From an optimization exercise on the open Yosys and OpenROAD flow, aimed at small area, a short achievable clock period and few clock cycles per item; shortcuts taken in it are not production practice. Power is estimated from default activity; no workload was simulated.

==> inputs of trial 15 <==
// MUL
module MUL #(
    parameter WIDTH = 32
) (
    input  [ 0:0] clk,
    input  [ 0:0] rst,
    input  [ 0:0] start,
    input  [31:0] a,
    input  [31:0] b,
    output [63:0] res,
    output [ 0:0] finish
);
reg  [5:0] p;
reg  [32:0] s_q, c_q;         
reg  [7:0] ls_q, lc_q;       
reg         n3_q;             
reg  [31:0] l_q;              
reg  [29:0] h_q;              
reg  [3:0] one_q, two_q, neg_q;  
reg         sgn_q;
wire first = p[0];
wire [32:0] sfb = first ? 33'h100000000 : s_q;
wire [32:0] cfb = first ? 33'h0 : c_q;
wire [32:0] am = {1'b0, a[30:0], 1'b0};    
wire [31:0] pp0;
wire [31:0] pp1;
wire [31:0] pp2;
wire [31:0] pp3;
genvar gj;
generate for (gj = 0; gj < 32; gj = gj + 1) begin : g_pp
    assign pp0[gj] = ((one_q[0] & am[gj+1]) | (two_q[0] & am[gj])) ^ neg_q[0];
    assign pp1[gj] = ((one_q[1] & am[gj+1]) | (two_q[1] & am[gj])) ^ neg_q[1];
    assign pp2[gj] = ((one_q[2] & am[gj+1]) | (two_q[2] & am[gj])) ^ neg_q[2];
    assign pp3[gj] = ((one_q[3] & am[gj+1]) | (two_q[3] & am[gj])) ^ neg_q[3];
end endgenerate
wire fs0;
wire fc0;
wire hs0;
wire hc0;
wire hs1;
wire hc1;
wire fs1;
wire fc1;
wire hs2;
wire hc2;
wire fs2;
wire fc2;
wire hs3;
wire hc3;
wire fs3;
wire fc3;
wire fs4;
wire fc4;
wire fs5;
wire fc5;
wire fs6;
  ...
==> flow/config.mk <==
export PLATFORM = sky130hd
export DESIGN_NAME = MUL
export DESIGN_NICKNAME = MUL
export VERILOG_FILES = /design/flow/design.v
export SDC_FILE = /design/flow/constraint.sdc
export NUM_CORES = 4
export LEC_CHECK = 0
export CAP_MARGIN = 20
export CORE_MARGIN = 2
export CORE_UTILIZATION = 40
export CTS_BUF_LIST = sky130_fd_sc_hd__clkbuf_8
export SETUP_SLACK_MARGIN = 1.2
export SLEW_MARGIN = 20
==> flow/constraint.sdc <==
create_clock -name core_clock -period 4.0 [get_ports {clk}]
set_input_delay 0.8000 -clock core_clock [delete_from_list [all_inputs] [get_ports {clk}]]
set_output_delay 0.8000 -clock core_clock [all_outputs]
set_load 0.01 [all_outputs]
run.sh (not shown) runs the stock make flow with config.mk's settings and CLKGATE_MAP_FILE= SYNTH_SCRIPT=/design/flow/synth_recipe.tcl, a recipe that flattens the netlist after the stock synthesis.
==> build 31 (differences from trial 15) <==
--- a/flow/design.v
+++ b/flow/design.v
@@ -426,83 +426,83 @@
 assign fc55 = (~neg_q[0] ^ sfb[32]) ? cfb[32] : ~neg_q[0];
 assign fs56 = pp1[30] ^ pp2[28] ^ pp3[26];
 assign fc56 = (pp1[30] ^ pp2[28]) ? pp3[26] : pp1[30];
 assign fs57 = 1'b1 ^ pp1[31] ^ pp2[29];
 assign fc57 = (1'b1 ^ pp1[31]) ? pp2[29] : 1'b1;
 assign hs4 = pp0[0] ^ lowc[0];
 assign hc4 = pp0[0] & lowc[0];
 assign fs58 = sfb[1] ^ cfb[1] ^ pp0[1];
-assign fc58 = (sfb[1] ^ cfb[1]) ? pp0[1] : sfb[1];
+assign fc58 = (sfb[1] & cfb[1]) | (sfb[1] & pp0[1]) | (cfb[1] & pp0[1]);
 assign fs59 = cfb[2] ^ pp0[2] ^ pp1[0];
-assign fc59 = (cfb[2] ^ pp0[2]) ? pp1[0] : cfb[2];
+assign fc59 = (cfb[2] & pp0[2]) | (cfb[2] & pp1[0]) | (pp0[2] & pp1[0]);
 assign fs60 = pp0[3] ^ pp1[1] ^ hc0;
-assign fc60 = (pp0[3] ^ pp1[1]) ? hc0 : pp0[3];
+assign fc60 = (pp0[3] & pp1[1]) | (pp0[3] & hc0) | (pp1[1] & hc0);
 assign fs61 = pp2[0] ^ hc1 ^ hs2;
-assign fc61 = (pp2[0] ^ hc1) ? hs2 : pp2[0];
+assign fc61 = (pp2[0] & hc1) | (pp2[0] & hs2) | (hc1 & hs2);
 assign fs62 = hc2 ^ hs3 ^ fc1;
-assign fc62 = (hc2 ^ hs3) ? fc1 : hc2;
+assign fc62 = (hc2 & hs3) | (hc2 & fc1) | (hs3 & fc1);
 assign fs63 = hc3 ^ fc2 ^ fs3;
-assign fc63 = (hc3 ^ fc2) ? fs3 : hc3;
+assign fc63 = (hc3 & fc2) | (hc3 & fs3) | (fc2 & fs3);
 assign fs64 = fc3 ^ fc4 ^ fs5;
-assign fc64 = (fc3 ^ fc4) ? fs5 : fc3;
+assign fc64 = (fc3 & fc4) | (fc3 & fs5) | (fc4 & fs5);
 assign fs65 = fc5 ^ fc6 ^ fs7;
-assign fc65 = (fc5 ^ fc6) ? fs7 : fc5;
+assign fc65 = (fc5 & fc6) | (fc5 & fs7) | (fc6 & fs7);
 assign fs66 = fc7 ^ fc8 ^ fs9;
-assign fc66 = (fc7 ^ fc8) ? fs9 : fc7;
+assign fc66 = (fc7 & fc8) | (fc7 & fs9) | (fc8 & fs9);
 assign fs67 = fc9 ^ fc10 ^ fs11;
-assign fc67 = (fc9 ^ fc10) ? fs11 : fc9;
+assign fc67 = (fc9 & fc10) | (fc9 & fs11) | (fc10 & fs11);
 assign fs68 = fc11 ^ fc12 ^ fs13;
-assign fc68 = (fc11 ^ fc12) ? fs13 : fc11;
+assign fc68 = (fc11 & fc12) | (fc11 & fs13) | (fc12 & fs13);
 assign fs69 = fc13 ^ fc14 ^ fs15;
-assign fc69 = (fc13 ^ fc14) ? fs15 : fc13;
+assign fc69 = (fc13 & fc14) | (fc13 & fs15) | (fc14 & fs15);
 assign fs70 = fc15 ^ fc16 ^ fs17;
-assign fc70 = (fc15 ^ fc16) ? fs17 : fc15;
+assign fc70 = (fc15 & fc16) | (fc15 & fs17) | (fc16 & fs17);
 assign fs71 = fc17 ^ fc18 ^ fs19;
-assign fc71 = (fc17 ^ fc18) ? fs19 : fc17;
+assign fc71 = (fc17 & fc18) | (fc17 & fs19) | (fc18 & fs19);
 assign fs72 = fc19 ^ fc20 ^ fs21;
-assign fc72 = (fc19 ^ fc20) ? fs21 : fc19;
+assign fc72 = (fc19 & fc20) | (fc19 & fs21) | (fc20 & fs21);
 assign fs73 = fc21 ^ fc22 ^ fs23;
-assign fc73 = (fc21 ^ fc22) ? fs23 : fc21;
+assign fc73 = (fc21 & fc22) | (fc21 & fs23) | (fc22 & fs23);
 assign fs74 = fc23 ^ fc24 ^ fs25;
-assign fc74 = (fc23 ^ fc24) ? fs25 : fc23;
+assign fc74 = (fc23 & fc24) | (fc23 & fs25) | (fc24 & fs25);
 assign fs75 = fc25 ^ fc26 ^ fs27;
-assign fc75 = (fc25 ^ fc26) ? fs27 : fc25;
+assign fc75 = (fc25 & fc26) | (fc25 & fs27) | (fc26 & fs27);
 assign fs76 = fc27 ^ fc28 ^ fs29;
-assign fc76 = (fc27 ^ fc28) ? fs29 : fc27;
+assign fc76 = (fc27 & fc28) | (fc27 & fs29) | (fc28 & fs29);
 assign fs77 = fc29 ^ fc30 ^ fs31;
-assign fc77 = (fc29 ^ fc30) ? fs31 : fc29;
+assign fc77 = (fc29 & fc30) | (fc29 & fs31) | (fc30 & fs31);
 assign fs78 = fc31 ^ fc32 ^ fs33;
-assign fc78 = (fc31 ^ fc32) ? fs33 : fc31;
+assign fc78 = (fc31 & fc32) | (fc31 & fs33) | (fc32 & fs33);
 assign fs79 = fc33 ^ fc34 ^ fs35;
-assign fc79 = (fc33 ^ fc34) ? fs35 : fc33;
+assign fc79 = (fc33 & fc34) | (fc33 & fs35) | (fc34 & fs35);
 assign fs80 = fc35 ^ fc36 ^ fs37;
-assign fc80 = (fc35 ^ fc36) ? fs37 : fc35;
+assign fc80 = (fc35 & fc36) | (fc35 & fs37) | (fc36 & fs37);
 assign fs81 = fc37 ^ fc38 ^ fs39;
-assign fc81 = (fc37 ^ fc38) ? fs39 : fc37;
+assign fc81 = (fc37 & fc38) | (fc37 & fs39) | (fc38 & fs39);
 assign fs82 = fc39 ^ fc40 ^ fs41;
-assign fc82 = (fc39 ^ fc40) ? fs41 : fc39;
+assign fc82 = (fc39 & fc40) | (fc39 & fs41) | (fc40 & fs41);
 assign fs83 = fc41 ^ fc42 ^ fs43;
-assign fc83 = (fc41 ^ fc42) ? fs43 : fc41;
+assign fc83 = (fc41 & fc42) | (fc41 & fs43) | (fc42 & fs43);
 assign fs84 = fc43 ^ fc44 ^ fs45;
-assign fc84 = (fc43 ^ fc44) ? fs45 : fc43;
+assign fc84 = (fc43 & fc44) | (fc43 & fs45) | (fc44 & fs45);
 assign fs85 = fc45 ^ fc46 ^ fs47;
-assign fc85 = (fc45 ^ fc46) ? fs47 : fc45;
+assign fc85 = (fc45 & fc46) | (fc45 & fs47) | (fc46 & fs47);
 assign fs86 = fc47 ^ fc48 ^ fs49;
-assign fc86 = (fc47 ^ fc48) ? fs49 : fc47;
+assign fc86 = (fc47 & fc48) | (fc47 & fs49) | (fc48 & fs49);
 assign fs87 = fc49 ^ fc50 ^ fs51;
-assign fc87 = (fc49 ^ fc50) ? fs51 : fc49;
+assign fc87 = (fc49 & fc50) | (fc49 & fs51) | (fc50 & fs51);
 assign fs88 = fc51 ^ fc52 ^ fs53;
-assign fc88 = (fc51 ^ fc52) ? fs53 : fc51;
+assign fc88 = (fc51 & fc52) | (fc51 & fs53) | (fc52 & fs53);
 assign fs89 = fc53 ^ fc54 ^ fs55;
-assign fc89 = (fc53 ^ fc54) ? fs55 : fc53;
+assign fc89 = (fc53 & fc54) | (fc53 & fs55) | (fc54 & fs55);
 assign fs90 = pp3[27] ^ fc55 ^ fc56;
-assign fc90 = (pp3[27] ^ fc55) ? fc56 : pp3[27];
+assign fc90 = (pp3[27] & fc55) | (pp3[27] & fc56) | (fc55 & fc56);
 assign fs91 = ~neg_q[1] ^ pp2[30] ^ pp3[28];
-assign fc91 = (~neg_q[1] ^ pp2[30]) ? pp3[28] : ~neg_q[1];
+assign fc91 = (~neg_q[1] & pp2[30]) | (~neg_q[1] & pp3[28]) | (pp2[30] & pp3[28]);
 assign hs5 = 1'b1 ^ pp2[31];
 assign hc5 = 1'b1 & pp2[31];
 assign hs6 = lowc[1] ^ fs0;
 assign hc6 = lowc[1] & fs0;
 assign fs92 = fc0 ^ fs58 ^ hc4;
 assign fc92 = (fc0 ^ fs58) ? hc4 : fc0;
 assign fs93 = hs0 ^ fc58 ^ fs59;
 assign fc93 = (hs0 ^ fc58) ? fs59 : hs0;
Settings changed: SETUP_SLACK_MARGIN 1.2 to 1.55.
==> build 12 (differences from trial 15) <==
--- a/flow/design.v
+++ b/flow/design.v
@@ -426,83 +426,83 @@
 assign fc55 = (~neg_q[0] ^ sfb[32]) ? cfb[32] : ~neg_q[0];
 assign fs56 = pp1[30] ^ pp2[28] ^ pp3[26];
 assign fc56 = (pp1[30] ^ pp2[28]) ? pp3[26] : pp1[30];
 assign fs57 = 1'b1 ^ pp1[31] ^ pp2[29];
 assign fc57 = (1'b1 ^ pp1[31]) ? pp2[29] : 1'b1;
 assign hs4 = pp0[0] ^ lowc[0];
 assign hc4 = pp0[0] & lowc[0];
 assign fs58 = sfb[1] ^ cfb[1] ^ pp0[1];
-assign fc58 = (sfb[1] ^ cfb[1]) ? pp0[1] : sfb[1];
+assign fc58 = (sfb[1] & cfb[1]) | (sfb[1] & pp0[1]) | (cfb[1] & pp0[1]);
 assign fs59 = cfb[2] ^ pp0[2] ^ pp1[0];
-assign fc59 = (cfb[2] ^ pp0[2]) ? pp1[0] : cfb[2];
+assign fc59 = (cfb[2] & pp0[2]) | (cfb[2] & pp1[0]) | (pp0[2] & pp1[0]);
 assign fs60 = pp0[3] ^ pp1[1] ^ hc0;
-assign fc60 = (pp0[3] ^ pp1[1]) ? hc0 : pp0[3];
+assign fc60 = (pp0[3] & pp1[1]) | (pp0[3] & hc0) | (pp1[1] & hc0);
 assign fs61 = pp2[0] ^ hc1 ^ hs2;
-assign fc61 = (pp2[0] ^ hc1) ? hs2 : pp2[0];
+assign fc61 = (pp2[0] & hc1) | (pp2[0] & hs2) | (hc1 & hs2);
 assign fs62 = hc2 ^ hs3 ^ fc1;
-assign fc62 = (hc2 ^ hs3) ? fc1 : hc2;
+assign fc62 = (hc2 & hs3) | (hc2 & fc1) | (hs3 & fc1);
 assign fs63 = hc3 ^ fc2 ^ fs3;
-assign fc63 = (hc3 ^ fc2) ? fs3 : hc3;
+assign fc63 = (hc3 & fc2) | (hc3 & fs3) | (fc2 & fs3);
 assign fs64 = fc3 ^ fc4 ^ fs5;
-assign fc64 = (fc3 ^ fc4) ? fs5 : fc3;
+assign fc64 = (fc3 & fc4) | (fc3 & fs5) | (fc4 & fs5);
 assign fs65 = fc5 ^ fc6 ^ fs7;
-assign fc65 = (fc5 ^ fc6) ? fs7 : fc5;
+assign fc65 = (fc5 & fc6) | (fc5 & fs7) | (fc6 & fs7);
 assign fs66 = fc7 ^ fc8 ^ fs9;
-assign fc66 = (fc7 ^ fc8) ? fs9 : fc7;
+assign fc66 = (fc7 & fc8) | (fc7 & fs9) | (fc8 & fs9);
 assign fs67 = fc9 ^ fc10 ^ fs11;
-assign fc67 = (fc9 ^ fc10) ? fs11 : fc9;
+assign fc67 = (fc9 & fc10) | (fc9 & fs11) | (fc10 & fs11);
 assign fs68 = fc11 ^ fc12 ^ fs13;
-assign fc68 = (fc11 ^ fc12) ? fs13 : fc11;
+assign fc68 = (fc11 & fc12) | (fc11 & fs13) | (fc12 & fs13);
 assign fs69 = fc13 ^ fc14 ^ fs15;
-assign fc69 = (fc13 ^ fc14) ? fs15 : fc13;
+assign fc69 = (fc13 & fc14) | (fc13 & fs15) | (fc14 & fs15);
 assign fs70 = fc15 ^ fc16 ^ fs17;
-assign fc70 = (fc15 ^ fc16) ? fs17 : fc15;
+assign fc70 = (fc15 & fc16) | (fc15 & fs17) | (fc16 & fs17);
 assign fs71 = fc17 ^ fc18 ^ fs19;
-assign fc71 = (fc17 ^ fc18) ? fs19 : fc17;
+assign fc71 = (fc17 & fc18) | (fc17 & fs19) | (fc18 & fs19);
 assign fs72 = fc19 ^ fc20 ^ fs21;
-assign fc72 = (fc19 ^ fc20) ? fs21 : fc19;
+assign fc72 = (fc19 & fc20) | (fc19 & fs21) | (fc20 & fs21);
 assign fs73 = fc21 ^ fc22 ^ fs23;
-assign fc73 = (fc21 ^ fc22) ? fs23 : fc21;
+assign fc73 = (fc21 & fc22) | (fc21 & fs23) | (fc22 & fs23);
 assign fs74 = fc23 ^ fc24 ^ fs25;
-assign fc74 = (fc23 ^ fc24) ? fs25 : fc23;
+assign fc74 = (fc23 & fc24) | (fc23 & fs25) | (fc24 & fs25);
 assign fs75 = fc25 ^ fc26 ^ fs27;
-assign fc75 = (fc25 ^ fc26) ? fs27 : fc25;
+assign fc75 = (fc25 & fc26) | (fc25 & fs27) | (fc26 & fs27);
 assign fs76 = fc27 ^ fc28 ^ fs29;
-assign fc76 = (fc27 ^ fc28) ? fs29 : fc27;
+assign fc76 = (fc27 & fc28) | (fc27 & fs29) | (fc28 & fs29);
 assign fs77 = fc29 ^ fc30 ^ fs31;
-assign fc77 = (fc29 ^ fc30) ? fs31 : fc29;
+assign fc77 = (fc29 & fc30) | (fc29 & fs31) | (fc30 & fs31);
 assign fs78 = fc31 ^ fc32 ^ fs33;
-assign fc78 = (fc31 ^ fc32) ? fs33 : fc31;
+assign fc78 = (fc31 & fc32) | (fc31 & fs33) | (fc32 & fs33);
 assign fs79 = fc33 ^ fc34 ^ fs35;
-assign fc79 = (fc33 ^ fc34) ? fs35 : fc33;
+assign fc79 = (fc33 & fc34) | (fc33 & fs35) | (fc34 & fs35);
 assign fs80 = fc35 ^ fc36 ^ fs37;
-assign fc80 = (fc35 ^ fc36) ? fs37 : fc35;
+assign fc80 = (fc35 & fc36) | (fc35 & fs37) | (fc36 & fs37);
 assign fs81 = fc37 ^ fc38 ^ fs39;
-assign fc81 = (fc37 ^ fc38) ? fs39 : fc37;
+assign fc81 = (fc37 & fc38) | (fc37 & fs39) | (fc38 & fs39);
 assign fs82 = fc39 ^ fc40 ^ fs41;
-assign fc82 = (fc39 ^ fc40) ? fs41 : fc39;
+assign fc82 = (fc39 & fc40) | (fc39 & fs41) | (fc40 & fs41);
 assign fs83 = fc41 ^ fc42 ^ fs43;
-assign fc83 = (fc41 ^ fc42) ? fs43 : fc41;
+assign fc83 = (fc41 & fc42) | (fc41 & fs43) | (fc42 & fs43);
 assign fs84 = fc43 ^ fc44 ^ fs45;
-assign fc84 = (fc43 ^ fc44) ? fs45 : fc43;
+assign fc84 = (fc43 & fc44) | (fc43 & fs45) | (fc44 & fs45);
 assign fs85 = fc45 ^ fc46 ^ fs47;
-assign fc85 = (fc45 ^ fc46) ? fs47 : fc45;
+assign fc85 = (fc45 & fc46) | (fc45 & fs47) | (fc46 & fs47);
 assign fs86 = fc47 ^ fc48 ^ fs49;
-assign fc86 = (fc47 ^ fc48) ? fs49 : fc47;
+assign fc86 = (fc47 & fc48) | (fc47 & fs49) | (fc48 & fs49);
 assign fs87 = fc49 ^ fc50 ^ fs51;
-assign fc87 = (fc49 ^ fc50) ? fs51 : fc49;
+assign fc87 = (fc49 & fc50) | (fc49 & fs51) | (fc50 & fs51);
 assign fs88 = fc51 ^ fc52 ^ fs53;
-assign fc88 = (fc51 ^ fc52) ? fs53 : fc51;
+assign fc88 = (fc51 & fc52) | (fc51 & fs53) | (fc52 & fs53);
 assign fs89 = fc53 ^ fc54 ^ fs55;
-assign fc89 = (fc53 ^ fc54) ? fs55 : fc53;
+assign fc89 = (fc53 & fc54) | (fc53 & fs55) | (fc54 & fs55);
 assign fs90 = pp3[27] ^ fc55 ^ fc56;
-assign fc90 = (pp3[27] ^ fc55) ? fc56 : pp3[27];
+assign fc90 = (pp3[27] & fc55) | (pp3[27] & fc56) | (fc55 & fc56);
 assign fs91 = ~neg_q[1] ^ pp2[30] ^ pp3[28];
-assign fc91 = (~neg_q[1] ^ pp2[30]) ? pp3[28] : ~neg_q[1];
+assign fc91 = (~neg_q[1] & pp2[30]) | (~neg_q[1] & pp3[28]) | (pp2[30] & pp3[28]);
 assign hs5 = 1'b1 ^ pp2[31];
 assign hc5 = 1'b1 & pp2[31];
 assign hs6 = lowc[1] ^ fs0;
 assign hc6 = lowc[1] & fs0;
 assign fs92 = fc0 ^ fs58 ^ hc4;
 assign fc92 = (fc0 ^ fs58) ? hc4 : fc0;
 assign fs93 = hs0 ^ fc58 ^ fs59;
 assign fc93 = (hs0 ^ fc58) ? fs59 : hs0;
Settings changed: SETUP_SLACK_MARGIN 1.2 to 1.4.
==> trial 59 (differences from trial 15) <==
Settings changed: SETUP_SLACK_MARGIN 1.2 to 1.7.
==> comparison table <==
Outcome: build 12 no timing/DRC/antenna violations; build 31 no timing/DRC/antenna violations; trial 15 no timing/DRC/antenna violations; trial 59 no timing/DRC/antenna violations
Timing-limited maximum frequency: build 12 0.399 GHz; build 31 0.420 GHz; trial 15 0.353 GHz; trial 59 0.350 GHz
Critical Path Source: build 12 a[18]; build 31 lc_q[0]; trial 15 s_q[4]; trial 59 s_q[9]
Total net switching power: build 12 7.42 mW; build 31 7.91 mW; trial 15 7.27 mW; trial 59 7.84 mW
Gp weighted congestion: build 12 0.870; build 31 0.890; trial 15 0.849; trial 59 0.831
Final worst clock skew: build 12 0.00831 ns; build 31 0.0207 ns; trial 15 0.0304 ns; trial 59 0.0201 ns
Clock latency of the later-clocked register in the worst-skew pair: build 12 0.50 ns; build 31 0.49 ns; trial 15 0.50 ns; trial 59 0.49 ns
Ant diodes: build 12 0; build 31 0; trial 15 1; trial 59 3
Core ar.: build 12 29,700 um^2; build 31 29,700 um^2; trial 15 29,600 um^2; trial 59 29,600 um^2
Cell area after synthesis: build 12 12,100 um^2; build 31 12,100 um^2; trial 15 12,000 um^2; trial 59 12,000 um^2
Cells resized by post-CTS repair: build 12 41; build 31 77; trial 15 33; trial 59 111
All-Layer GR Usage: build 12 21.0%; build 31 21.2%; trial 15 21.2%; trial 59 21.9%
Buffer count excluding the clock tree in the final layout: build 12 152; build 31 179; trial 15 157; trial 59 180
Filler instances: build 12 2,811; build 31 2,713; trial 15 2,847; trial 59 2,755
Highest routed layer: build 12 met5; build 31 met4; trial 15 met5; trial 59 met4
Share of power burned in registers: build 12 19.7%; build 31 19.1%; trial 15 20.2%; trial 59 18.7%
Function was not checked in any run of this note: the RTL went through the layout flow alone.
